From an optimization exercise on the open Yosys and OpenROAD flow, aimed at small area and a short achievable clock period; shortcuts taken in it are not production practice. In this exercise RTL edits were held to simulation tests only and were not proved equivalent to the original. No activity file was given, so power comes from the tool's default toggle rates.

## design/flow/config.mk

```make
export PLATFORM = sky130hd
export DESIGN_NAME = Main_module
export DESIGN_NICKNAME = Main_module
export VERILOG_FILES = /design/flow/design.v
export SDC_FILE = /design/flow/constraint.sdc
export NUM_CORES = 4
export LEC_CHECK = 0
export CAP_MARGIN = 20
export CORE_MARGIN = 2
export CORE_UTILIZATION = 60
export CTS_BUF_LIST = sky130_fd_sc_hd__clkbuf_8
export SLEW_MARGIN = 20
export SYNTH_HIERARCHICAL = 1
export SYNTH_MINIMUM_KEEP_SIZE = 0
```

## design/flow/constraint.sdc

```tcl
create_clock -name core_clock -period 22.0 [get_ports {clk}]
set_input_delay 4.4000 -clock core_clock [delete_from_list [all_inputs] [get_ports {clk}]]
set_output_delay 4.4000 -clock core_clock [all_outputs]
set_load 0.01 [all_outputs]
```

## design/flow/design.v

```verilog
`timescale 1ns / 1ps
module Fuzzy_logic_based_tuner(
 input clk, rst, enable,
 input [10:0] err,
 input [10:0] D,
 input valid,
 output reg [3:0] Kp, Kd
 );
   wire e_hi = ~err[10] & ((|err[9:4]) | (err[3:0] > 4'd10));
   wire e_lo =  err[10] & (~(&err[9:4]) | (err[3:0] < 4'd6));
   wire [3:0] e_abs = err[10] ? (4'd0 - err[3:0]) : err[3:0];
   wire [3:0] a = (e_hi | e_lo) ? 4'd10 : e_abs;
   wire d_hi = ~D[10] & ((|D[9:4]) | (D[3:0] > 4'd10));
   wire d_lo =  D[10] & (~(&D[9:4]) | (D[3:0] < 4'd6));
   wire [3:0] d_abs = D[10] ? (4'd0 - D[3:0]) : D[3:0];
   wire [3:0] b = (d_hi | d_lo) ? 4'd10 : d_abs;
   wire same = ~(err[10] ^ D[10]);
   wire [6:0] kpd;
   fuzzy_gain_table table0 (.a(a), .b(b), .s(same), .o(kpd));
   always @(posedge clk) begin
      if (rst) begin
         Kp <= 0;
         Kd <= 0;
      end else if (enable) begin
         Kp <= valid ? {1'b0, kpd[6:4]} : 4'd0;
         Kd <= valid ? kpd[3:0] : 4'd0;
      end
   end
endmodule
module fuzzy_gain_table(
 input [3:0] a,
 input [3:0] b,
 input s,
 output [6:0] o
 );
   wire new_n17, new_n18, new_n19, new_n20, new_n21, new_n22, new_n23, new_n24, new_n25, new_n26, new_n27, new_n28, new_n29, new_n30, new_n31, new_n32, new_n33, new_n34, new_n35, new_n36, new_n37, new_n38, new_n39, new_n40, new_n41, new_n42, new_n43, new_n44, new_n45, new_n46, new_n47, new_n48, new_n49, new_n50, new_n51, new_n52, new_n53, new_n54, new_n55, new_n56, new_n57, new_n58, new_n59, new_n60, new_n61, new_n62, new_n63, new_n64, new_n65, new_n66, new_n67, new_n68, new_n69, new_n70, new_n71, new_n72, new_n73, new_n74, new_n75, new_n76, new_n77, new_n78, new_n79, new_n80, new_n81, new_n82, new_n83, new_n84, new_n85, new_n86, new_n87, new_n88, new_n89, new_n90, new_n91, new_n92, new_n93, new_n94, new_n95, new_n96, new_n97, new_n98, new_n99, new_n100, new_n101, new_n102, new_n103, new_n104, new_n105, new_n107, new_n108, new_n109, new_n110, new_n111, new_n112, new_n113, new_n114, new_n115, new_n116, new_n118, new_n119, new_n122, new_n123, new_n124, new_n125, new_n126, new_n127, new_n128, new_n129, new_n130, new_n131, new_n132, new_n135, new_n136;
   tg_clkinv g000 (.A(b[0]), .Y(new_n17));
   tg_nor2 g001 (.A(b[1]), .B(b[2]), .Y(new_n18));
   tg_clkinv g002 (.A(new_n18), .Y(new_n19));
   tg_nor2 g003 (.A(new_n17), .B(new_n19), .Y(new_n20));
   tg_clkinv g004 (.A(new_n20), .Y(new_n21));
   tg_clkinv g005 (.A(b[3]), .Y(new_n22));
   tg_nor2 g006 (.A(new_n22), .B(new_n18), .Y(new_n23));
   tg_clkinv g007 (.A(new_n23), .Y(new_n24));
   tg_clkinv g008 (.A(b[1]), .Y(new_n25));
   tg_o21ai g009 (.A1(new_n17), .A2(new_n25), .B1(b[2]), .Y(new_n26));
   tg_nand2 g010 (.A(new_n24), .B(new_n26), .Y(new_n27));
   tg_nor2 g011 (.A(b[0]), .B(new_n27), .Y(new_n28));
   tg_nor2 g012 (.A(b[1]), .B(b[3]), .Y(new_n29));
   tg_o21ai g013 (.A1(new_n29), .A2(new_n28), .B1(a[0]), .Y(new_n30));
   tg_clkinv g014 (.A(a[0]), .Y(new_n31));
   tg_clkinv g015 (.A(b[2]), .Y(new_n32));
   tg_nor2 g016 (.A(b[3]), .B(new_n32), .Y(new_n33));
   tg_nor2 g017 (.A(new_n31), .B(new_n17), .Y(new_n34));
   tg_nor2 g018 (.A(new_n17), .B(new_n25), .Y(new_n35));
   tg_nor2 g019 (.A(b[0]), .B(b[1]), .Y(new_n36));
   tg_o21ai g020 (.A1(new_n36), .A2(new_n35), .B1(new_n22), .Y(new_n37));
   tg_a22oi g021 (.A1(new_n33), .A2(new_n34), .B1(new_n37), .B2(new_n31), .Y(new_n38));
   tg_nand2 g022 (.A(new_n30), .B(new_n38), .Y(new_n39));
   tg_nor2 g023 (.A(a[1]), .B(a[2]), .Y(new_n40));
   tg_nand2 g024 (.A(new_n39), .B(new_n40), .Y(new_n41));
   tg_nand2 g025 (.A(new_n33), .B(new_n25), .Y(new_n42));
   tg_nand2 g026 (.A(new_n28), .B(a[3]), .Y(new_n43));
   tg_o221ai g027 (.A1(new_n17), .A2(new_n42), .B1(new_n21), .B2(new_n41), .C1(new_n43), .Y(new_n44));
   tg_clkinv g028 (.A(s), .Y(new_n45));
   tg_clkinv g029 (.A(new_n40), .Y(new_n46));
   tg_nor2 g030 (.A(a[1]), .B(b[1]), .Y(new_n47));
   tg_clkinv g031 (.A(new_n47), .Y(new_n48));
   tg_nor2 g032 (.A(new_n34), .B(new_n48), .Y(new_n49));
   tg_nand2 g033 (.A(new_n49), .B(new_n32), .Y(new_n50));
   tg_clkinv g034 (.A(new_n49), .Y(new_n51));
   tg_clkinv g035 (.A(new_n33), .Y(new_n52));
   tg_clkinv g036 (.A(a[1]), .Y(new_n53));
   tg_nor2 g037 (.A(new_n53), .B(new_n25), .Y(new_n54));
   tg_nand2 g038 (.A(new_n34), .B(new_n54), .Y(new_n55));
   tg_nand2 g039 (.A(new_n55), .B(new_n52), .Y(new_n56));
   tg_nand2 g040 (.A(new_n51), .B(new_n56), .Y(new_n57));
   tg_nand2 g041 (.A(new_n57), .B(new_n50), .Y(new_n58));
   tg_clkinv g042 (.A(new_n58), .Y(new_n59));
   tg_nor2 g043 (.A(new_n46), .B(new_n59), .Y(new_n60));
   tg_clkinv g044 (.A(new_n60), .Y(new_n61));
   tg_nand2 g045 (.A(new_n57), .B(new_n22), .Y(new_n62));
   tg_a21oi g046 (.A1(new_n61), .A2(a[3]), .B1(new_n62), .Y(new_n63));
   tg_clkinv g047 (.A(new_n63), .Y(new_n64));
   tg_nand2 g048 (.A(new_n64), .B(new_n45), .Y(new_n65));
   tg_nor2 g049 (.A(a[2]), .B(a[3]), .Y(new_n66));
   tg_clkinv g050 (.A(new_n66), .Y(new_n67));
   tg_nor2 g051 (.A(a[0]), .B(a[1]), .Y(new_n68));
   tg_clkinv g052 (.A(new_n68), .Y(new_n69));
   tg_a31oi g053 (.A1(new_n21), .A2(new_n69), .A3(b[3]), .B1(new_n67), .Y(new_n70));
   tg_nor2 g054 (.A(a[0]), .B(b[0]), .Y(new_n71));
   tg_o21ai g055 (.A1(new_n53), .A2(new_n71), .B1(new_n18), .Y(new_n72));
   tg_clkinv g056 (.A(a[3]), .Y(new_n73));
   tg_nor2 g057 (.A(b[3]), .B(new_n35), .Y(new_n74));
   tg_nand2 g058 (.A(a[0]), .B(a[1]), .Y(new_n75));
   tg_nor2 g059 (.A(b[2]), .B(b[3]), .Y(new_n76));
   tg_a211oi g060 (.A1(new_n73), .A2(new_n75), .B1(new_n76), .C1(new_n74), .Y(new_n77));
   tg_a21oi g061 (.A1(new_n70), .A2(new_n72), .B1(new_n77), .Y(new_n78));
   tg_o31ai g062 (.A1(a[2]), .A2(new_n70), .A3(new_n72), .B1(new_n78), .Y(new_n79));
   tg_or2 g063 (.A(new_n53), .B(new_n79), .X(new_n80));
   tg_nand3 g064 (.A(new_n52), .B(a[0]), .C(new_n54), .Y(new_n81));
   tg_nand3 g065 (.A(new_n80), .B(new_n70), .C(new_n81), .Y(new_n82));
   tg_a21oi g066 (.A1(new_n65), .A2(new_n82), .B1(new_n44), .Y(new_n83));
   tg_clkinv g067 (.A(a[2]), .Y(new_n84));
   tg_nor2 g068 (.A(a[3]), .B(new_n84), .Y(new_n85));
   tg_o21ai g069 (.A1(new_n75), .A2(new_n24), .B1(new_n85), .Y(new_n86));
   tg_a21oi g070 (.A1(new_n22), .A2(new_n71), .B1(new_n20), .Y(new_n87));
   tg_a21oi g071 (.A1(new_n87), .A2(new_n50), .B1(new_n76), .Y(new_n88));
   tg_o21a g072 (.A1(new_n69), .A2(new_n87), .B1(new_n88), .X(new_n89));
   tg_or3 g073 (.A(new_n86), .B(new_n89), .C(new_n44), .X(new_n90));
   tg_o21ai g074 (.A1(new_n45), .A2(new_n28), .B1(new_n73), .Y(new_n91));
   tg_clkinv g075 (.A(new_n36), .Y(new_n92));
   tg_o21ai g076 (.A1(new_n73), .A2(new_n92), .B1(new_n22), .Y(new_n93));
   tg_nand3 g077 (.A(new_n41), .B(new_n91), .C(new_n93), .Y(new_n94));
   tg_clkinv g078 (.A(new_n41), .Y(new_n95));
   tg_nor2 g079 (.A(new_n95), .B(new_n64), .Y(new_n96));
   tg_clkinv g080 (.A(new_n76), .Y(new_n97));
   tg_nor3 g081 (.A(new_n73), .B(new_n25), .C(new_n95), .Y(new_n98));
   tg_o21ai g082 (.A1(new_n97), .A2(new_n98), .B1(new_n45), .Y(new_n99));
   tg_o211ai g083 (.A1(new_n84), .A2(new_n22), .B1(new_n73), .C1(new_n90), .Y(new_n100));
   tg_a22oi g084 (.A1(new_n68), .A2(new_n85), .B1(new_n100), .B2(new_n99), .Y(new_n101));
   tg_nor2 g085 (.A(new_n96), .B(new_n101), .Y(new_n102));
   tg_nand3 g086 (.A(new_n41), .B(a[3]), .C(b[2]), .Y(new_n103));
   tg_a32oi g087 (.A1(new_n85), .A2(new_n76), .A3(new_n58), .B1(new_n79), .B2(new_n42), .Y(new_n104));
   tg_a21boi g088 (.A1(new_n104), .A2(new_n103), .B1_N(new_n94), .Y(new_n105));
   tg_o22ai g089 (.A1(new_n90), .A2(new_n94), .B1(new_n105), .B2(new_n102), .Y(o[1]));
   tg_o21ai g090 (.A1(new_n74), .A2(o[1]), .B1(new_n70), .Y(new_n107));
   tg_a21oi g091 (.A1(new_n80), .A2(new_n69), .B1(new_n29), .Y(new_n108));
   tg_o22ai g092 (.A1(new_n39), .A2(new_n46), .B1(a[3]), .B2(new_n108), .Y(new_n109));
   tg_nand3 g093 (.A(new_n107), .B(new_n83), .C(new_n109), .Y(new_n110));
   tg_o21ai g094 (.A1(new_n34), .A2(new_n54), .B1(new_n48), .Y(new_n111));
   tg_o21ai g095 (.A1(new_n71), .A2(new_n51), .B1(new_n111), .Y(new_n112));
   tg_a21oi g096 (.A1(new_n96), .A2(new_n112), .B1(new_n90), .Y(new_n113));
   tg_a21oi g097 (.A1(new_n46), .A2(a[3]), .B1(new_n23), .Y(new_n114));
   tg_nand2 g098 (.A(new_n114), .B(a[3]), .Y(new_n115));
   tg_o21bai g099 (.A1(new_n96), .A2(new_n115), .B1_N(new_n113), .Y(new_n116));
   tg_o21ai g100 (.A1(new_n83), .A2(new_n116), .B1(new_n110), .Y(o[0]));
   tg_nor3 g101 (.A(new_n22), .B(new_n85), .C(new_n95), .Y(new_n118));
   tg_o21ai g102 (.A1(new_n25), .A2(new_n52), .B1(new_n72), .Y(new_n119));
   tg_a211oi g103 (.A1(new_n66), .A2(new_n119), .B1(new_n118), .C1(new_n102), .Y(o[2]));
   tg_o32ai g104 (.A1(new_n67), .A2(new_n29), .A3(new_n76), .B1(new_n96), .B2(new_n101), .Y(o[3]));
   tg_nor3 g105 (.A(new_n67), .B(new_n77), .C(new_n59), .Y(new_n122));
   tg_nor2 g106 (.A(b[3]), .B(new_n72), .Y(new_n123));
   tg_nor2 g107 (.A(new_n67), .B(new_n97), .Y(new_n124));
   tg_nand3 g108 (.A(new_n69), .B(new_n92), .C(new_n48), .Y(new_n125));
   tg_a32oi g109 (.A1(new_n27), .A2(a[3]), .A3(new_n46), .B1(new_n124), .B2(new_n125), .Y(new_n126));
   tg_o31ai g110 (.A1(new_n86), .A2(new_n123), .A3(new_n58), .B1(new_n126), .Y(new_n127));
   tg_a21oi g111 (.A1(new_n122), .A2(new_n41), .B1(new_n127), .Y(new_n128));
   tg_nand2 g112 (.A(new_n61), .B(new_n45), .Y(new_n129));
   tg_nand3 g113 (.A(new_n31), .B(b[0]), .C(b[2]), .Y(new_n130));
   tg_nand4 g114 (.A(new_n130), .B(a[2]), .C(new_n22), .D(new_n75), .Y(new_n131));
   tg_o2111ai g115 (.A1(new_n26), .A2(new_n116), .B1(new_n114), .C1(new_n129), .D1(new_n131), .Y(new_n132));
   tg_o21ai g116 (.A1(s), .A2(new_n128), .B1(new_n132), .Y(o[4]));
   tg_o21ai g117 (.A1(new_n122), .A2(new_n65), .B1(new_n114), .Y(o[6]));
   tg_nand3 g118 (.A(new_n61), .B(new_n86), .C(new_n77), .Y(new_n135));
   tg_o21a g119 (.A1(new_n135), .A2(o[3]), .B1(o[6]), .X(new_n136));
   tg_a31oi g120 (.A1(o[4]), .A2(new_n65), .A3(new_n124), .B1(new_n136), .Y(o[5]));
endmodule
module tg_a211oi(input A1, input A2, input B1, input C1, output Y);
  assign Y = (~A1&~B1&~C1) | (~A2&~B1&~C1);
endmodule
module tg_a21boi(input A1, input A2, input B1_N, output Y);
  assign Y = (~A1&B1_N) | (~A2&B1_N);
endmodule
module tg_a21oi(input A1, input A2, input B1, output Y);
  assign Y = (~A1&~B1) | (~A2&~B1);
endmodule
module tg_a22oi(input A1, input A2, input B1, input B2, output Y);
  assign Y = (~A1&~B1) | (~A1&~B2) | (~A2&~B1) | (~A2&~B2);
endmodule
module tg_a31oi(input A1, input A2, input A3, input B1, output Y);
  assign Y = (~A1&~B1) | (~A2&~B1) | (~A3&~B1);
endmodule
module tg_a32oi(input A1, input A2, input A3, input B1, input B2, output Y);
  assign Y = (~A1&~B1) | (~A1&~B2) | (~A2&~B1) | (~A3&~B1) | (~A2&~B2) | (~A3&~B2);
endmodule
module tg_clkinv(input A, output Y);
  assign Y = (~A);
endmodule
module tg_nand2(input A, input B, output Y);
  assign Y = (~A) | (~B);
endmodule
module tg_nand3(input A, input B, input C, output Y);
  assign Y = (~A) | (~B) | (~C);
endmodule
module tg_nand4(input A, input B, input C, input D, output Y);
  assign Y = (~A) | (~B) | (~C) | (~D);
endmodule
module tg_nor2(input A, input B, output Y);
  assign Y = (~A&~B);
endmodule
module tg_nor3(input A, input B, input C, output Y);
  assign Y = (~A&~B&~C);
endmodule
module tg_o2111ai(input A1, input A2, input B1, input C1, input D1, output Y);
  assign Y = (~A1&~A2) | (~B1) | (~C1) | (~D1);
endmodule
module tg_o211ai(input A1, input A2, input B1, input C1, output Y);
  assign Y = (~A1&~A2) | (~B1) | (~C1);
endmodule
module tg_o21a(input A1, input A2, input B1, output X);
  assign X = (A1&B1) | (A2&B1);
endmodule
module tg_o21ai(input A1, input A2, input B1, output Y);
  assign Y = (~A1&~A2) | (~B1);
endmodule
module tg_o21bai(input A1, input A2, input B1_N, output Y);
  assign Y = (~A1&~A2) | (B1_N);
endmodule
module tg_o221ai(input A1, input A2, input B1, input B2, input C1, output Y);
  assign Y = (~B1&~B2) | (~A1&~A2) | (~C1);
endmodule
module tg_o22ai(input A1, input A2, input B1, input B2, output Y);
  assign Y = (~B1&~B2) | (~A1&~A2);
endmodule
module tg_o31ai(input A1, input A2, input A3, input B1, output Y);
  assign Y = (~A1&~A2&~A3) | (~B1);
endmodule
module tg_o32ai(input A1, input A2, input A3, input B1, input B2, output Y);
  assign Y = (~A1&~A2&~A3) | (~B1&~B2);
endmodule
module tg_or2(input A, input B, output X);
  assign X = (A) | (B);
endmodule
module tg_or3(input A, input B, input C, output X);
  assign X = (A) | (B) | (C);
endmodule
`timescale 1ns / 1ps
module PID_Controller(
 input clk, rst, en,
 input [9:0] target_vel,
 input [9:0] current_vel,
 input [3:0] Ki, Kp, Kd,
 output reg [10:0] err,
 output [10:0] D,
 output reg valid,
 output [9:0] vel_output
 );
   reg [10:0] perr;
   reg [9:0]  accb;
   reg        pv, pvo;
   wire [10:0] E;
   pid_sub11 sub_e (.a({1'b0, target_vel}), .b({1'b0, current_vel}), .y(E));
   pid_sub11 sub_d (.a(err), .b(perr), .y(D));
   wire [9:0] diff = pvo ? D[9:0] : err[9:0];
   wire [9:0] acc_s;
   pid_add10_ripple add_acc (.a(accb), .b(err[9:0]), .y(acc_s));
   wire [9:0] acc = pv ? acc_s : 10'd0;
   wire [9:0] p0 = Kp[0] ? err[9:0] : 10'd0;
   wire [9:0] p1 = Kp[1] ? {err[8:0], 1'b0} : 10'd0;
   wire [9:0] p2 = Kp[2] ? {err[7:0], 2'b0} : 10'd0;
   wire [9:0] d0 = Kd[0] ? diff : 10'd0;
   wire [9:0] d1 = Kd[1] ? {diff[8:0], 1'b0} : 10'd0;
   wire [9:0] d2 = Kd[2] ? {diff[7:0], 2'b0} : 10'd0;
   wire [9:0] d3 = Kd[3] ? {diff[6:0], 3'b0} : 10'd0;
   function [19:0] csa(input [9:0] a, input [9:0] b, input [9:0] c);
      csa = {(a & b | a & c | b & c) << 1, a ^ b ^ c};
   endfunction
   wire [9:0] s1, c1, s2, c2, s3, c3, s4, c4, rs, rc;
   assign {c1, s1} = csa(p0, p1, p2);
   assign {c2, s2} = csa(d0, d1, d2);
   assign {c3, s3} = csa(d3, s1, c1);
   assign {c4, s4} = csa(s2, c2, s3);
   assign {rc, rs} = csa(s4, c4, c3);
   reg [9:0] vs, vc;
   reg       vx;
   wire [9:0] i0 = Ki[0] ? acc : 10'd0;
   wire [9:0] i1 = Ki[1] ? {acc[8:0], 1'b0} : 10'd0;
   wire [9:0] i2 = Ki[2] ? {acc[7:0], 2'b0} : 10'd0;
   wire [9:0] i3 = Ki[3] ? {acc[6:0], 3'b0} : 10'd0;
   wire [9:0] s6, c6, s7, c7, s8, c8, ns, nc;
   assign {c6, s6} = csa(i0, i1, i2);
   assign {c7, s7} = csa(i3, rs, rc);
   assign {c8, s8} = csa(s6, c6, s7);
   assign {nc, ns} = csa(s8, c8, c7);
   wire ns9;
   pid_xor8 x9 (.x({i0[9], i1[9], i2[9], i3[9], rs[9], rc[9], c6[9], c7[9]}), .y(ns9));
   wire [9:0] vsum;
   pid_add10 add_out (.a(vs), .b(vc), .y(vsum));
   assign vel_output = {vsum[9] ^ vx, vsum[8:0]};
   always @(posedge clk) begin
      accb <= pv ? acc_s : 10'd0;
      if (en)
         perr <= err;
      if (rst) begin
         vs <= 0;
         vc <= 0;
         vx <= 0;
         err <= 0;
         pv <= 0;
         pvo <= 0;
         valid <= 0;
      end else if (en) begin
         vs <= {ns9, ns[8:0]};
         vc <= nc;
         vx <= c8[9];
         err <= E;
         pv <= 1'b1;
         pvo <= pv;
         valid <= 1'b1;
      end else begin
         pv <= 1'b0;
      end
   end
endmodule
module pid_sub11(input [10:0] a, input [10:0] b, output [10:0] y);
   assign y = a - b;
endmodule
module pid_add10(input [9:0] a, input [9:0] b, output [9:0] y);
   assign y = a + b;
endmodule
module pid_xor8(input [7:0] x, output y);
   assign y = ^x;
endmodule
module pid_add10_ripple(input [9:0] a, input [9:0] b, output [9:0] y);
   wire [10:0] c;
   assign c[0] = 1'b0;
   genvar k;
   generate
      for (k = 0; k < 10; k = k + 1) begin : bitk
         assign y[k] = a[k] ^ b[k] ^ c[k];
         assign c[k+1] = (a[k] & b[k]) | (a[k] & c[k]) | (b[k] & c[k]);
      end
   endgenerate
endmodule
`timescale 1ns / 1ps
module Main_module(
 input clk,
 input rst,
 input enable,
 input [9:0] target_vel,
 input [9:0] current_vel,
 input [3:0] Ki,
 output [3:0] Kp,
 output [3:0] Kd,
 output [9:0] vel_output
 );
   wire [10:0] err, D;
   wire        valid;
   PID_Controller XLXI_1 (.clk(clk), .rst(rst), .en(enable),
                          .target_vel(target_vel), .current_vel(current_vel),
                          .Ki(Ki), .Kp(Kp), .Kd(Kd),
                          .err(err), .D(D), .valid(valid),
                          .vel_output(vel_output));
   Fuzzy_logic_based_tuner XLXI_2 (.clk(clk), .rst(rst), .enable(enable),
                                   .err(err), .D(D), .valid(valid),
                                   .Kp(Kp), .Kd(Kd));
endmodule
```

## design/flow/flow/run.sh

```bash
#!/bin/bash
# Layout: the standard flow (standard.sh), with two changes made on
# make's command line after the standard synthesis:
#  - every port gets a plain buf_1 as its port buffer (instead of the
#    delay-cell buffer the flow picks by default);
#  - repair_timing aims for 15.5 ns of setup slack at the design's 22 ns
#    clock, so that it keeps shortening the critical paths instead of
#    stopping as soon as the 22 ns period is met.
# The SDC, clock period and I/O constraints are the design's, unchanged.
# Each step's full log is in orfs/logs/; make's own output is in
# run_synth.log and run_layout.log.
set -euo pipefail
bash standard.sh synth > run_synth.log 2>&1
bash standard.sh \
  'BUFFER_PORTS_ARGS=-buffer_cell sky130_fd_sc_hd__buf_1' \
  SETUP_SLACK_MARGIN=15.5 \
  finish > run_layout.log 2>&1
```

## design/flow/standard.sh

```bash
#!/bin/bash
# synth_recipe.tcl (not shown) runs the flow's synth.tcl, then flattens the netlist and writes it again
# the make line also repeats each setting of config.mk as NAME=value (left out here)
make -C /OpenROAD-flow-scripts/flow DESIGN_CONFIG=/design/flow/config.mk WORK_HOME=/design/flow/orfs CLKGATE_MAP_FILE= SYNTH_SCRIPT=/design/flow/synth_recipe.tcl "${@:-finish}"
```

==> flow_metrics.env, run 1 <==
export IMPL_status="timing/DRC/antenna clean"
export IMPL_yosysSeqAreaShare_pct=19.0
export IMPL_grt_pass1_vias=5694
export IMPL_avgSynthCellArea_um2=8.74
export IMPL_hp_start="XLXI_1.valid"
export IMPL_routed_wl_um=15300
export IMPL_yosysTopAreaCell="fa_1"
export IMPL_die_height_um=112
export IMPL_initial_core_util_pct=61.5
export IMPL_die_area_um2=12600
export IMPL_hp_class="reg -> reg"
export IMPL_ir_worst_vdd_mv=0.0390
export IMPL_io_buffers=43
export IMPL_postLayoutCoreUtil_pct=66.5
export IMPL_grt_usage_pct=26.0
export IMPL_setup_ws_ns=15.49
export IMPL_pre_cts_slack_ns=15.10
export IMPL_r2r_start="XLXI_1.err[0]"
export IMPL_endpoint_kind="primary output"
export IMPL_muxShareOfSynthArea_pct=5.79
export IMPL_synth_top_area_share_pct=20.0
export IMPL_slew_violations=0
export IMPL_dr_pass1_iters=5
export IMPL_area_delta_synth_final_pct=8.18
export IMPL_synth_edf_count=11
export IMPL_multiInputGateArea_um2=5240
export IMPL_dpl_cell_area_um2=7270
export IMPL_pin_count=45
export IMPL_regArea_um2=1340
export IMPL_timing_final_hold_violations=0
export IMPL_synth_top_family_by_area="adder cells"
export IMPL_fin_area_um2=7590
export IMPL_clock_sinks=61
export IMPL_fill_cells=966
export IMPL_core_area_um2=11400
export IMPL_synth_xor_area_share_pct=6.72
export IMPL_cp_max_fo=5
export IMPL_synth_common_cells="inv_1, nor2_1, fa_1, nand2_1, dfxtp_1"
export IMPL_drt_iter0_drc=365
export IMPL_powerDensity_nw_per_um2=54.0
export IMPL_cp_required_ns=17.60
export IMPL_yosys_area_share_simple_pct=19.9
export IMPL_routedWlPerCell_um=15.4
export IMPL_synthFlopType="dfxtp_1"
export IMPL_synth_area_top_cells="fa_1, dfxtp_1, ha_1"
export IMPL_gr_total_overflow=0
export IMPL_async_reset_ff_share_pct=0
export IMPL_grt_antenna_before_repair=0
export IMPL_cts_tree="yes"
export IMPL_synth_area_um2=7020
export IMPL_vias=5544
export IMPL_synthCells=803
export IMPL_routed_wl_met3_um=693
export IMPL_ant_nets=0
export IMPL_num_rows=39
export IMPL_setup_tns_ns=0
export IMPL_tightest_slew_ns=0.892
export IMPL_clk_pin_slew_worst_paths_ns=0.07
export IMPL_gp_congestion=0.904
export IMPL_cts_made_buffers=9
export IMPL_cts_hold_buffers=0
export IMPL_critPathKind="reg -> out"
export IMPL_critPathArrivalTime_ns=2.11
export IMPL_startpoint="XLXI_1.vc[4]"
export IMPL_finalCriticalPeriod_ns=6.51
export IMPL_fin_crit_sh_pct=29.6
export IMPL_fin_skew_ns=0.0113
export IMPL_cts_root_buf="clkbuf_8"
export IMPL_top_layer="met4"
export IMPL_clk_latency_ns=0.36
export IMPL_synth_warnings=8
export IMPL_max_freq_ghz=0.154
export IMPL_die_w_um=112
export IMPL_via_per_inst=5.58
export IMPL_p_leak_uw=0.00350
export IMPL_maxSlewHeadroom_pct=40.4
export IMPL_grt_max_degree=55
export IMPL_post_dp_hpwl_um=12000
export IMPL_crit_path_start_kind="flip-flop"
export IMPL_dr_wl_met2_um=7450
export IMPL_drive_above_1_share_pct=11.3
export IMPL_drt_met1_wl_um=6940
export IMPL_synth_seq_cells=61
export IMPL_cts_buffer_depth=2
export IMPL_setup_viol=0
export IMPL_synth_compound_area_share_pct=12.0
export IMPL_antennaDiodeCount=0
export IMPL_rsz0062_at_grt="true"
export IMPL_remaining_drc_errors=0
export IMPL_synth_cell_type_count=64
export IMPL_yosysMostFrequentCell="inv_1"
export IMPL_layout_nets=990
export IMPL_yosys_area_share_adder_pct=28.3
export IMPL_grt_pass1_wl_um=26700
export IMPL_h_tree_depth=3
export IMPL_drv_cap=0
==> cells by family after synthesis <==
kind of cell,count (synthesis)
buf+inv,144
fa+ha+maj,117
compound gates,110
mux,39
flops,61
other cells,2
xor+xnor,49
simple gates,281
==> worst max-delay path, stage by stage, from the launching register on <==
cell and delay [ns]:
dfxtp_2 0.34, ha_4 0.26, nand2_2 0.08, o2111ai_4 0.14
a41o_1 0.30, a21oi_2 0.21, xnor2_2 0.14, xor2_1 0.14
buf_2 0.14
==> through the flow <==
stage	instances	total power (uW)	hold WS [ns]
6_report	994	410	0.464
3_3_place_gp	973	314	0.446
2_1_floorplan	807	277	0.432
4_1_cts	991	408	0.472
3_5_place_dp	973	318	0.455
5_1_grt	994	441	0.508
==> metal layers <==
layer,track usage (%),up-vias
li1,-,2702
met1,34.8,2689
met2,43.9,131
met3,4.64,22
met4,6.91,0
met5,0,-
==> report_power, final <==
part | switching (uW) | internal, uW | total (uW) | leakage [uW]
logic | 108 | 76.3 | 184 | 0.00288
clock network | 47.6 | 39.3 | 86.9 | 0.0000974
registers | 15.9 | 123 | 139 | 0.000524
total | 172 | 239 | 410 | 0.00350
==> modules after synthesis, one instance, submodules excluded, excerpt <==
module                   copies in the design  cells inside  area, um^2  flip-flops and latches
tg_a32oi                                    2             1        8.76                       0
tg_o2111ai                                  1             1        15.0                       0
tg_o22ai                                    2             1        6.26                       0
Fuzzy_logic_based_tuner                     1            79         587                       7
tg_nand4                                    1             1        6.26                       0
tg_a21boi                                   1             1        11.3                       0
tg_nor3                                     3             1        10.0                       0
tg_or2                                      1             1        6.26                       0
PID_Controller                              1           395        4050                      54
tg_o32ai                                    1             1        16.3                       0
==> state kept, by name (all words and copies together) (netlist names), 3 cells and up <==
name,count
XLXI_1.accb,10
XLXI_1.vc,8
XLXI_1.vs,10
XLXI_2.Kp,3
XLXI_1.err,11
XLXI_1.perr,11
XLXI_2.Kd,4
==> worst paths after layout <==
check,cells after the start,endpoint,slack [ns]
max,8,vel_output[9],15.49
min,2,XLXI_1.valid,0.46
max reg2reg,20,XLXI_1.vs[7],15.90
min reg2reg,2,XLXI_1.valid,0.46
==> area by class of cell <==
cell class | instances | share of cell area, %
Clock buffer | 9 | 1.63
Clock inverter | 7 | 0.445
Inverter | 123 | 6.08
Multi-Input combinational cell | 602 | 69.0
Sequential cell | 61 | 17.7
Tap cell | 143 | 2.36
Timing Repair Buffer | 49 | 2.80
==> layout by cell type (no fill, tap or decap), drive strengths merged, types with 20 or more instances in the layout <==
master	instances
nor2	85
mux2i	29
buf	46
o21ai	25
dfxtp	50
nand3	20
and3	30
nand2	67
ha	47
and2	36
a21oi	35
xnor2	30
fa	70
inv	128
==> what timing repair did <==
item                       CTS  global route
setup endpoints to repair    1            11
pin swaps                    8             7
cloned                       0             0
resized for setup           12            13
setup buffers                2             3
==> run 2: changes to the inputs <==
--- a/design/flow/design.v
+++ b/design/flow/design.v
@@ -7,12 +7,7 @@
  output reg [3:0] Kp, Kd
  );
-   wire e_hi = ~err[10] & ((|err[9:4]) | (err[3:0] > 4'd10));
-   wire e_lo =  err[10] & (~(&err[9:4]) | (err[3:0] < 4'd6));
-   wire [3:0] e_abs = err[10] ? (4'd0 - err[3:0]) : err[3:0];
-   wire [3:0] a = (e_hi | e_lo) ? 4'd10 : e_abs;
-   wire d_hi = ~D[10] & ((|D[9:4]) | (D[3:0] > 4'd10));
-   wire d_lo =  D[10] & (~(&D[9:4]) | (D[3:0] < 4'd6));
-   wire [3:0] d_abs = D[10] ? (4'd0 - D[3:0]) : D[3:0];
-   wire [3:0] b = (d_hi | d_lo) ? 4'd10 : d_abs;
+   wire [3:0] a, b;
+   fuzzy_clamp10 clamp_e (.x(err), .a(a));
+   fuzzy_clamp10 clamp_d (.x(D), .a(b));
    wire same = ~(err[10] ^ D[10]);
    wire [6:0] kpd;
@@ -28,4 +23,36 @@
    end
 endmodule
+module fuzzy_clamp10(
+ input [10:0] x,
+ output [3:0] a
+ );
+   wire new_n16, new_n17, new_n18, new_n19, new_n20, new_n21, new_n22, new_n23, new_n24, new_n25, new_n26, new_n27, new_n28, new_n29, new_n30, new_n32, new_n33, new_n35, new_n36, new_n37, new_n39, new_n40;
+   tg_clkinv g00 (.A(x[0]), .Y(new_n16));
+   tg_clkinv g01 (.A(x[1]), .Y(new_n17));
+   tg_clkinv g02 (.A(x[2]), .Y(new_n18));
+   tg_nor2 g03 (.A(new_n17), .B(new_n18), .Y(new_n19));
+   tg_clkinv g04 (.A(x[10]), .Y(new_n20));
+   tg_nand2 g05 (.A(x[8]), .B(x[9]), .Y(new_n21));
+   tg_nand4 g06 (.A(x[4]), .B(x[5]), .C(x[6]), .D(x[7]), .Y(new_n22));
+   tg_nor3 g07 (.A(new_n20), .B(new_n21), .C(new_n22), .Y(new_n23));
+   tg_o21ai g08 (.A1(x[3]), .A2(new_n19), .B1(new_n23), .Y(new_n24));
+   tg_o21ai g09 (.A1(x[1]), .A2(x[2]), .B1(x[3]), .Y(new_n25));
+   tg_nor3 g10 (.A(x[8]), .B(x[9]), .C(x[10]), .Y(new_n26));
+   tg_nor4 g11 (.A(x[4]), .B(x[5]), .C(x[6]), .D(x[7]), .Y(new_n27));
+   tg_nand3 g12 (.A(new_n27), .B(new_n25), .C(new_n26), .Y(new_n28));
+   tg_nand2 g13 (.A(new_n24), .B(new_n28), .Y(new_n29));
+   tg_clkinv g14 (.A(new_n29), .Y(new_n30));
+   tg_nor2 g15 (.A(new_n16), .B(new_n30), .Y(a[0]));
+   tg_a21oi g16 (.A1(x[0]), .A2(x[10]), .B1(x[1]), .Y(new_n32));
+   tg_nor3 g17 (.A(new_n16), .B(new_n17), .C(new_n20), .Y(new_n33));
+   tg_o21ai g18 (.A1(new_n32), .A2(new_n33), .B1(new_n29), .Y(a[1]));
+   tg_o21ai g19 (.A1(x[0]), .A2(x[1]), .B1(x[10]), .Y(new_n35));
+   tg_nand2 g20 (.A(new_n35), .B(new_n18), .Y(new_n36));
+   tg_nor2 g21 (.A(new_n18), .B(new_n35), .Y(new_n37));
+   tg_nor3b g22 (.A(new_n37), .B(new_n30), .C_N(new_n36), .Y(a[2]));
+   tg_nand2 g23 (.A(new_n36), .B(x[10]), .Y(new_n39));
+   tg_xor2 g24 (.A(x[3]), .B(new_n39), .X(new_n40));
+   tg_nand2 g25 (.A(new_n40), .B(new_n29), .Y(a[3]));
+endmodule
 module fuzzy_gain_table(
  input [3:0] a,
@@ -226,4 +253,13 @@
   assign X = (A) | (B) | (C);
 endmodule
+module tg_nor3b(input A, input B, input C_N, output Y);
+  assign Y = (~A&~B&C_N);
+endmodule
+module tg_nor4(input A, input B, input C, input D, output Y);
+  assign Y = (~A&~B&~C&~D);
+endmodule
+module tg_xor2(input A, input B, output X);
+  assign X = (A&~B) | (~A&B);
+endmodule
 `timescale 1ns / 1ps
 module PID_Controller(
@@ -254,29 +290,97 @@
    wire [9:0] d2 = Kd[2] ? {diff[7:0], 2'b0} : 10'd0;
    wire [9:0] d3 = Kd[3] ? {diff[6:0], 3'b0} : 10'd0;
-   function [19:0] csa(input [9:0] a, input [9:0] b, input [9:0] c);
-      csa = {(a & b | a & c | b & c) << 1, a ^ b ^ c};
-   endfunction
-   wire [9:0] s1, c1, s2, c2, s3, c3, s4, c4, rs, rc;
-   assign {c1, s1} = csa(p0, p1, p2);
-   assign {c2, s2} = csa(d0, d1, d2);
-   assign {c3, s3} = csa(d3, s1, c1);
-   assign {c4, s4} = csa(s2, c2, s3);
-   assign {rc, rs} = csa(s4, c4, c3);
    reg [9:0] vs, vc;
-   reg       vx;
    wire [9:0] i0 = Ki[0] ? acc : 10'd0;
    wire [9:0] i1 = Ki[1] ? {acc[8:0], 1'b0} : 10'd0;
    wire [9:0] i2 = Ki[2] ? {acc[7:0], 2'b0} : 10'd0;
    wire [9:0] i3 = Ki[3] ? {acc[6:0], 3'b0} : 10'd0;
-   wire [9:0] s6, c6, s7, c7, s8, c8, ns, nc;
-   assign {c6, s6} = csa(i0, i1, i2);
-   assign {c7, s7} = csa(i3, rs, rc);
-   assign {c8, s8} = csa(s6, c6, s7);
-   assign {nc, ns} = csa(s8, c8, c7);
-   wire ns9;
-   pid_xor8 x9 (.x({i0[9], i1[9], i2[9], i3[9], rs[9], rc[9], c6[9], c7[9]}), .y(ns9));
-   wire [9:0] vsum;
-   pid_add10 add_out (.a(vs), .b(vc), .y(vsum));
-   assign vel_output = {vsum[9] ^ vx, vsum[8:0]};
+   wire [9:0] ns, nc;
+   wire nx;
+   wire t1, t2, t3, t4, t5, t6, t7, t8, t9, t10, t11, t12, t13, t14, t15, t16, t17, t18, t19, t20, t21, t22, t23, t24, t25, t26, t27, t28, t29, t30, t31, t32, t33, t34, t35, t36, t37, t38, t39, t40, t41, t42, t43, t44, t45, t46, t47, t48, t49, t50, t51, t52, t53, t54, t55, t56, t57, t58, t59, t60, t61, t62, t63, t64, t65, t66, t67, t68, t69, t70, t71, t72, t73, t74, t75, t76, t77, t78, t79, t80, t81, t82, t83, t84, t85, t86, t87, t88, t89, t90, t91, t92, t93, t94, t95, t96, t97, t98, t99, t100, t101, t102, t103, t104, t105, t106, t107, t108, t109, t110, t111, t112, t113, t114, t115, t116, t117, t118, t119, t120, t121, t122, t123, t124, t125, t126, t127, t128, t129, t130, t131, t132, t133, t134, t135, t136, t137, t138, t139, t140, t141, t142, t143, t144, t145, t146, t147, t148, t149, t150, t151, t152, t153;
+   pid_ha ha0 (.a(p0[1]), .b(p1[1]), .s(t1), .co(t2));
+   pid_fa fa0 (.a(p0[2]), .b(p1[2]), .ci(p2[2]), .s(t3), .co(t4));
+   pid_fa fa1 (.a(p0[3]), .b(p1[3]), .ci(p2[3]), .s(t5), .co(t6));
+   pid_fa fa2 (.a(p0[4]), .b(p1[4]), .ci(p2[4]), .s(t7), .co(t8));
+   pid_fa fa3 (.a(p0[5]), .b(p1[5]), .ci(p2[5]), .s(t9), .co(t10));
+   pid_fa fa4 (.a(p0[6]), .b(p1[6]), .ci(p2[6]), .s(t11), .co(t12));
+   pid_fa fa5 (.a(p0[7]), .b(p1[7]), .ci(p2[7]), .s(t13), .co(t14));
+   pid_fa fa6 (.a(p0[8]), .b(p1[8]), .ci(p2[8]), .s(t15), .co(t16));
+   pid_ha ha1 (.a(d0[1]), .b(d1[1]), .s(t17), .co(t18));
+   pid_fa fa7 (.a(d0[2]), .b(d1[2]), .ci(d2[2]), .s(t19), .co(t20));
+   pid_fa fa8 (.a(d0[3]), .b(d1[3]), .ci(d2[3]), .s(t21), .co(t22));
+   pid_fa fa9 (.a(d0[4]), .b(d1[4]), .ci(d2[4]), .s(t23), .co(t24));
+   pid_fa fa10 (.a(d0[5]), .b(d1[5]), .ci(d2[5]), .s(t25), .co(t26));
+   pid_fa fa11 (.a(d0[6]), .b(d1[6]), .ci(d2[6]), .s(t27), .co(t28));
+   pid_fa fa12 (.a(d0[7]), .b(d1[7]), .ci(d2[7]), .s(t29), .co(t30));
+   pid_fa fa13 (.a(d0[8]), .b(d1[8]), .ci(d2[8]), .s(t31), .co(t32));
+   pid_ha ha2 (.a(t2), .b(t3), .s(t33), .co(t34));
+   pid_fa fa14 (.a(t4), .b(t5), .ci(d3[3]), .s(t35), .co(t36));
+   pid_fa fa15 (.a(t6), .b(t7), .ci(d3[4]), .s(t37), .co(t38));
+   pid_fa fa16 (.a(t8), .b(t9), .ci(d3[5]), .s(t39), .co(t40));
+   pid_fa fa17 (.a(t10), .b(t11), .ci(d3[6]), .s(t41), .co(t42));
+   pid_fa fa18 (.a(t12), .b(t13), .ci(d3[7]), .s(t43), .co(t44));
+   pid_fa fa19 (.a(t14), .b(t15), .ci(d3[8]), .s(t45), .co(t46));
+   pid_ha ha3 (.a(p0[0]), .b(d0[0]), .s(t47), .co(t48));
+   pid_ha ha4 (.a(t1), .b(t17), .s(t49), .co(t50));
+   pid_fa fa20 (.a(t33), .b(t18), .ci(t19), .s(t51), .co(t52));
+   pid_fa fa21 (.a(t20), .b(t21), .ci(t35), .s(t53), .co(t54));
+   pid_fa fa22 (.a(t22), .b(t23), .ci(t37), .s(t55), .co(t56));
+   pid_fa fa23 (.a(t24), .b(t25), .ci(t39), .s(t57), .co(t58));
+   pid_fa fa24 (.a(t26), .b(t27), .ci(t41), .s(t59), .co(t60));
+   pid_fa fa25 (.a(t28), .b(t29), .ci(t43), .s(t61), .co(t62));
+   pid_fa fa26 (.a(t30), .b(t31), .ci(t45), .s(t63), .co(t64));
+   pid_ha ha5 (.a(t48), .b(t49), .s(t65), .co(t66));
+   pid_ha ha6 (.a(t50), .b(t51), .s(t67), .co(t68));
+   pid_fa fa27 (.a(t34), .b(t52), .ci(t53), .s(t69), .co(t70));
+   pid_fa fa28 (.a(t36), .b(t54), .ci(t55), .s(t71), .co(t72));
+   pid_fa fa29 (.a(t38), .b(t56), .ci(t57), .s(t73), .co(t74));
+   pid_fa fa30 (.a(t40), .b(t58), .ci(t59), .s(t75), .co(t76));
+   pid_fa fa31 (.a(t42), .b(t60), .ci(t61), .s(t77), .co(t78));
+   pid_fa fa32 (.a(t44), .b(t62), .ci(t63), .s(t79), .co(t80));
+   pid_ha ha7 (.a(i0[1]), .b(i1[1]), .s(t81), .co(t82));
+   pid_fa fa33 (.a(i0[2]), .b(i1[2]), .ci(i2[2]), .s(t83), .co(t84));
+   pid_fa fa34 (.a(i0[3]), .b(i1[3]), .ci(i2[3]), .s(t85), .co(t86));
+   pid_fa fa35 (.a(i0[4]), .b(i1[4]), .ci(i2[4]), .s(t87), .co(t88));
+   pid_fa fa36 (.a(i0[5]), .b(i1[5]), .ci(i2[5]), .s(t89), .co(t90));
+   pid_fa fa37 (.a(i0[6]), .b(i1[6]), .ci(i2[6]), .s(t91), .co(t92));
+   pid_fa fa38 (.a(i0[7]), .b(i1[7]), .ci(i2[7]), .s(t93), .co(t94));
+   pid_fa fa39 (.a(i0[8]), .b(i1[8]), .ci(i2[8]), .s(t95), .co(t96));
+   pid_ha ha8 (.a(t66), .b(t67), .s(t97), .co(t98));
+   pid_fa fa40 (.a(t68), .b(t69), .ci(i3[3]), .s(t99), .co(t100));
+   pid_fa fa41 (.a(t70), .b(t71), .ci(i3[4]), .s(t101), .co(t102));
+   pid_fa fa42 (.a(t72), .b(t73), .ci(i3[5]), .s(t103), .co(t104));
+   pid_fa fa43 (.a(t74), .b(t75), .ci(i3[6]), .s(t105), .co(t106));
+   pid_fa fa44 (.a(t76), .b(t77), .ci(i3[7]), .s(t107), .co(t108));
+   pid_fa fa45 (.a(t78), .b(t79), .ci(i3[8]), .s(t109), .co(t110));
+   pid_ha ha9 (.a(t47), .b(i0[0]), .s(t111), .co(t112));
+   pid_ha ha10 (.a(t65), .b(t81), .s(t113), .co(t114));
+   pid_fa fa46 (.a(t97), .b(t82), .ci(t83), .s(t115), .co(t116));
+   pid_fa fa47 (.a(t84), .b(t85), .ci(t99), .s(t117), .co(t118));
+   pid_fa fa48 (.a(t86), .b(t87), .ci(t101), .s(t119), .co(t120));
+   pid_fa fa49 (.a(t88), .b(t89), .ci(t103), .s(t121), .co(t122));
+   pid_fa fa50 (.a(t90), .b(t91), .ci(t105), .s(t123), .co(t124));
+   pid_fa fa51 (.a(t92), .b(t93), .ci(t107), .s(t125), .co(t126));
+   pid_fa fa52 (.a(t94), .b(t95), .ci(t109), .s(t127), .co(t128));
+   pid_ha ha11 (.a(t112), .b(t113), .s(t129), .co(t130));
+   pid_ha ha12 (.a(t114), .b(t115), .s(t131), .co(t132));
+   pid_fa fa53 (.a(t98), .b(t116), .ci(t117), .s(t133), .co(t134));
+   pid_fa fa54 (.a(t100), .b(t118), .ci(t119), .s(t135), .co(t136));
+   pid_fa fa55 (.a(t102), .b(t120), .ci(t121), .s(t137), .co(t138));
+   pid_fa fa56 (.a(t104), .b(t122), .ci(t123), .s(t139), .co(t140));
+   pid_fa fa57 (.a(t106), .b(t124), .ci(t125), .s(t141), .co(t142));
+   pid_fa fa58 (.a(t108), .b(t126), .ci(t127), .s(t143), .co(t144));
+   pid_xor3 xr0 (.a(p0[9]), .b(p1[9]), .c(p2[9]), .y(t145));
+   pid_xor3 xr1 (.a(t145), .b(t16), .c(d0[9]), .y(t146));
+   pid_xor3 xr2 (.a(d1[9]), .b(d2[9]), .c(d3[9]), .y(t147));
+   pid_xor3 xr3 (.a(t146), .b(t147), .c(t32), .y(t148));
+   pid_xor3 xr4 (.a(t46), .b(t148), .c(t64), .y(t149));
+   pid_xor3 xr5 (.a(t149), .b(t80), .c(i1[9]), .y(t150));
+   pid_xor3 xr6 (.a(i2[9]), .b(i3[9]), .c(i0[9]), .y(t151));
+   pid_xor3 xr7 (.a(t150), .b(t96), .c(t110), .y(t152));
+   pid_xor3 xr8 (.a(t151), .b(t152), .c(t128), .y(t153));
+   assign ns = {t153, t143, t141, t139, t137, t135, t133, t131, t129, t111};
+   assign nc = {t144, t142, t140, t138, t136, t134, t132, t130, 1'b0, 1'b0};
+   assign nx = 1'b0;
+   pid_add10 add_out (.a(vs), .b(vc), .y(vel_output));
    always @(posedge clk) begin
       accb <= pv ? acc_s : 10'd0;
@@ -286,5 +390,4 @@
          vs <= 0;
          vc <= 0;
-         vx <= 0;
          err <= 0;
          pv <= 0;
@@ -292,7 +395,6 @@
          valid <= 0;
       end else if (en) begin
-         vs <= {ns9, ns[8:0]};
+         vs <= ns;
          vc <= nc;
-         vx <= c8[9];
          err <= E;
          pv <= 1'b1;
@@ -310,6 +412,17 @@
    assign y = a + b;
 endmodule
-module pid_xor8(input [7:0] x, output y);
-   assign y = ^x;
+module pid_fa(input a, input b, input ci, output s, output co);
+   assign s = a ^ b ^ ci;
+   assign co = (a & b) | (ci & (a ^ b));
+endmodule
+module pid_ha(input a, input b, output s, output co);
+   assign s = a ^ b;
+   assign co = a & b;
+endmodule
+module pid_xor2(input a, input b, output y);
+   assign y = a ^ b;
+endmodule
+module pid_xor3(input a, input b, input c, output y);
+   assign y = a ^ b ^ c;
 endmodule
 module pid_add10_ripple(input [9:0] a, input [9:0] b, output [9:0] y);
==> design/flow/flow/run.sh (replaced) <==
#!/bin/bash
# Layout: the standard flow (standard.sh) in three parts:
#  1. the standard synthesis, unchanged;
#  2. flow/downsize.tcl swaps each combinational cell of the synthesized
#     netlist for the smallest cell of its family (same function and pins);
#     registers are left as synthesis made them;
#  3. the rest of the standard flow, with two changes on make's command line:
#     every port gets a plain buf_1 as its port buffer, and repair_timing
#     aims for 15.6 ns of setup slack at the design's 22 ns clock, so that it
#     keeps shortening (and sizing up) the critical paths instead of stopping
#     as soon as the 22 ns period is met.
# The SDC, clock period and I/O constraints are the design's, unchanged.
# Each step's full log is in orfs/logs/; the steps' own output is in
# run_synth.log, run_downsize.log and run_layout.log.
set -euo pipefail
OPENROAD="${FLOW_HOME:-/OpenROAD-flow-scripts/flow}/../tools/install/OpenROAD/bin/openroad"
bash standard.sh synth > run_synth.log 2>&1
ODB_FILE="orfs/results/${FLOW_PLATFORM:-sky130hd}/Main_module/base/1_synth.odb" \
  "$OPENROAD" -no_init -exit flow/downsize.tcl > run_downsize.log 2>&1
bash standard.sh \
  'BUFFER_PORTS_ARGS=-buffer_cell sky130_fd_sc_hd__buf_1' \
  SETUP_SLACK_MARGIN=15.6 \
  finish > run_layout.log 2>&1
==> design/flow/flow/downsize.tcl (new file) <==
# Swap each combinational standard cell of the synthesized netlist for the
# smallest cell of its family (same function and pins, another drive
# strength). Registers are left as synthesis made them. The timing repairs
# later in the flow size cells up again where the paths need it.
# usage: openroad -no_init -exit downsize.tcl  (ODB_FILE names the database)
read_db $::env(ODB_FILE)
set db [ord::get_db]
set dont_use {}
if {[info exists ::env(DONT_USE_CELLS)]} { set dont_use [split [string trim [regsub -all {\s+} $::env(DONT_USE_CELLS) " "]] " "] }
array set best {}
array set best_area {}
foreach lib [$db getLibs] {
  foreach m [$lib getMasters] {
    set n [$m getName]
    if {![regexp {^(sky130_fd_sc_hd__[a-z0-9]+)_([0-9]+)$} $n -> base size]} { continue }
    if {[lsearch -exact $dont_use $n] >= 0} { continue }
    set a [expr {[$m getWidth] * [$m getHeight]}]
    if {![info exists best($base)] || $a < $best_area($base)} {
      set best($base) $m
      set best_area($base) $a
    }
  }
}
set skip {^sky130_fd_sc_hd__(e?s?df|dl|tap|fill|decap|conb|diode)}
set swapped 0
set saved 0
foreach inst [[[$db getChip] getBlock] getInsts] {
  set m [$inst getMaster]
  set n [$m getName]
  if {[regexp $skip $n]} { continue }
  if {![regexp {^(sky130_fd_sc_hd__[a-z0-9]+)_([0-9]+)$} $n -> base size]} { continue }
  if {![info exists best($base)]} { continue }
  set nm $best($base)
  if {[$nm getName] eq $n} { continue }
  set a0 [expr {[$m getWidth] * [$m getHeight]}]
  if {[$inst swapMaster $nm]} {
    incr swapped
    set saved [expr {$saved + $a0 - $best_area($base)}]
  }
}
puts "downsize: swapped $swapped cells, [expr {$saved / 1e6}] um2 less"
write_db $::env(ODB_FILE)
==> run 2 against run 1 <==
  * Synthesized cell count shrank 9.7%
  * Routed wire length grew 7.5%
  * Critical endpoint unchanged
  * Critical path type unchanged
  * Non-clock buffer count grew 1
  * Power shrank 1.1%
  * Critical path depth shrank 2
  * Largest power group unchanged
  * Still clean on timing, DRC and antenna
  * Utilization grew 0.57 points
  * Synthesized area shrank 6.4%
  * Clock power grew 16%
  * Via count shrank 2.6%
==> flow_metrics.env, run 2 <==
export IMPL_hp_class="reg -> reg"
export IMPL_layout_nets=910
export IMPL_cp_required_ns=17.60
export IMPL_die_area_um2=11800
export IMPL_layout_commonest_cell="fa_1"
export IMPL_die_w_um=109
export IMPL_grt_antenna_before_repair=0
export IMPL_crit_path_start_kind="flip-flop"
export IMPL_gr_total_overflow=0
export IMPL_endpoint_kind="primary output"
export IMPL_pin_count=45
export IMPL_grt_pass1_vias=5433
export IMPL_postLayoutCoreUtil_pct=67.1
export IMPL_initial_core_util_pct=61.2
export IMPL_drv_cap=0
export IMPL_area_delta_synth_final_pct=9.65
export IMPL_rr_worst_depth=34
export IMPL_grt_max_degree=58
export IMPL_cts_hold_buffers=0
export IMPL_routed_wl_um=16500
export IMPL_cp_max_fo=5
export IMPL_fin_area_um2=7210
export IMPL_powerDensity_nw_per_um2=56.3
export IMPL_status="timing/DRC/antenna clean"
export IMPL_tightest_slew_ns=0.873
export IMPL_finalCriticalPeriod_ns=6.30
export IMPL_synthCells=725
export IMPL_post_dp_hpwl_um=12700
export IMPL_p_leak_uw=0.00341
export IMPL_routedWlPerCell_um=18.0
export IMPL_critPathArrivalTime_ns=1.90
export IMPL_clk_latency_ns=0.37
export IMPL_holdWs_ns=0.514
export IMPL_ant_nets=0
export IMPL_use_met2_pct=47.8
export IMPL_synth_warnings=8
export IMPL_setup_tns_ns=0
export IMPL_setup_ws_ns=15.70
export IMPL_antennaDiodeCount=0
export IMPL_ir_worst_vdd_mv=0.0486
export IMPL_h_tree_depth=3
export IMPL_dr_pass1_iters=5
export IMPL_drive_above_1_share_pct=5.55
export IMPL_gp_congestion=0.954
export IMPL_hold_path_depth=2
export IMPL_final_cell_mix="fa_1, nor2_1, inv_1"
export IMPL_remaining_drc_errors=0
export IMPL_via_per_inst=5.90
export IMPL_reg_largest_list="XLXI_1.err x11, XLXI_1.perr x11"
export IMPL_grt_util_met1_pct=40.0
export IMPL_cts_buffer_depth=2
export IMPL_avgSynthCellArea_um2=9.06
export IMPL_cts_made_buffers=9
export IMPL_vias=5399
export IMPL_pre_cts_slack_ns=15.14
export IMPL_timing_final_hold_violations=0
export IMPL_fin_crit_sh_pct=28.7
export IMPL_die_height_um=109
export IMPL_maxSlewHeadroom_pct=41.8
export IMPL_critPathKind="reg -> out"
export IMPL_synth_area_um2=6570
export IMPL_clk_pin_slew_worst_paths_ns=0.08
export IMPL_io_buffers=43
export IMPL_dpl_cell_area_um2=6890
export IMPL_top_usage_layer="met2"
export IMPL_max_freq_ghz=0.159
export IMPL_clock_sinks=60
export IMPL_slew_violations=0
export IMPL_num_rows=38
export IMPL_grt_usage_pct=29.9
export IMPL_core_area_um2=10700
export IMPL_drt_iter0_drc=447
export IMPL_cts_root_buf="clkbuf_8"
export IMPL_grt_pass1_wl_um=26800
export IMPL_cts_tree="yes"
export IMPL_met3_usage_pct=7.71
export IMPL_rsz0062_at_grt="true"
export IMPL_setup_viol=0
export IMPL_fin_skew_ns=0.0117
## run 2: worst paths after layout
kind / from / endpoint / slack [ns]
worst max register to register: XLXI_1.err[0] / XLXI_2.Kd[0] / 16.12
worst min register to register: XLXI_1.vc[8] / XLXI_1.vc[8] / 0.51
worst max-delay path: XLXI_1.vc[3] / vel_output[9] / 15.70
worst min-delay path: XLXI_1.vc[8] / XLXI_1.vc[8] / 0.51
## run 2: what timing repair did
item	CTS	global route
setup buffers	0	2
endpoints found under the setup margin	6	15
resized for setup	6	20
pin swaps	1	6
## run 2: worst max-delay path, cell delays in order (launching register included)
cell and delay [ns]:
dfxtp_1 0.33, ha_2 0.41, nand3_1 0.09, o211ai_1 0.17
o221ai_1 0.18, xnor2_1 0.18, buf_1 0.17
## run 2: area by class of cell
cell class | count | area [um^2]
timing repair buffer | 50 | 219
sequential | 60 | 1320
multi-input combinational | 583 | 5060
clock buffer | 9 | 124
fill | 905 | 3540
clock inverter | 7 | 68.8
inverter | 66 | 248
tap | 140 | 175
## run 2: metrics by stage
step | power (uW) | std cells
floorplan | 252 | 729
global route | 432 | 915
CTS | 401 | 913
finish | 406 | 915
detailed placement | 299 | 897
global placement | 295 | 897
## run 2: per-layer routing
metal,vias to the layer above,share of wire [%],routed length (um)
met3,29,6.1,1000
met1,2643,44,7240
met5,-,0,0
li1,2548,-,-
met2,179,48,7880
met4,0,2.0,329
## run 2: power by group
group	switching [uW]	leakage (uW)	internal [uW]	total, uW
sequential	13.4	0.000513	121	134
combinational	101	0.00279	69.1	170
clock	49.3	0.000100	51.8	101

-- afterwards: timing with drivers on the ports --
The flow's constraints put no driver on any port. The routed layouts listed below were extracted and timed again, unchanged, in two steps. Step 1, drivers: a clkbuf_16 drives clk and a buf_2 each remaining input, both assumed. Step 2 moves the port delays by t, midway between the first and last clock arrival at a register: inputs arrive t later, outputs are due t later. That takes back most of the time a late clock gives input paths. Three values: no drivers, after step 1, after step 2; two values: the first two.
run | t, ns | setup slack, ns | hold WS [ns] | latest minus earliest clock arrival (ns)
run 1 | 0.394 | 15.487 / 15.451 / 15.194 | 0.464 / 0.464 / 0.464 | 0.011 / 0.011
run 2 | 0.407 | 15.695 / 15.655 / 15.341 | 0.514 / 0.514 / 0.514 | 0.012 / 0.012
After both steps every run listed still meets setup and hold. For run 2, which loses most, drivers alone change the setup slack by -0.040 ns; drivers and shift together by -0.354 ns.
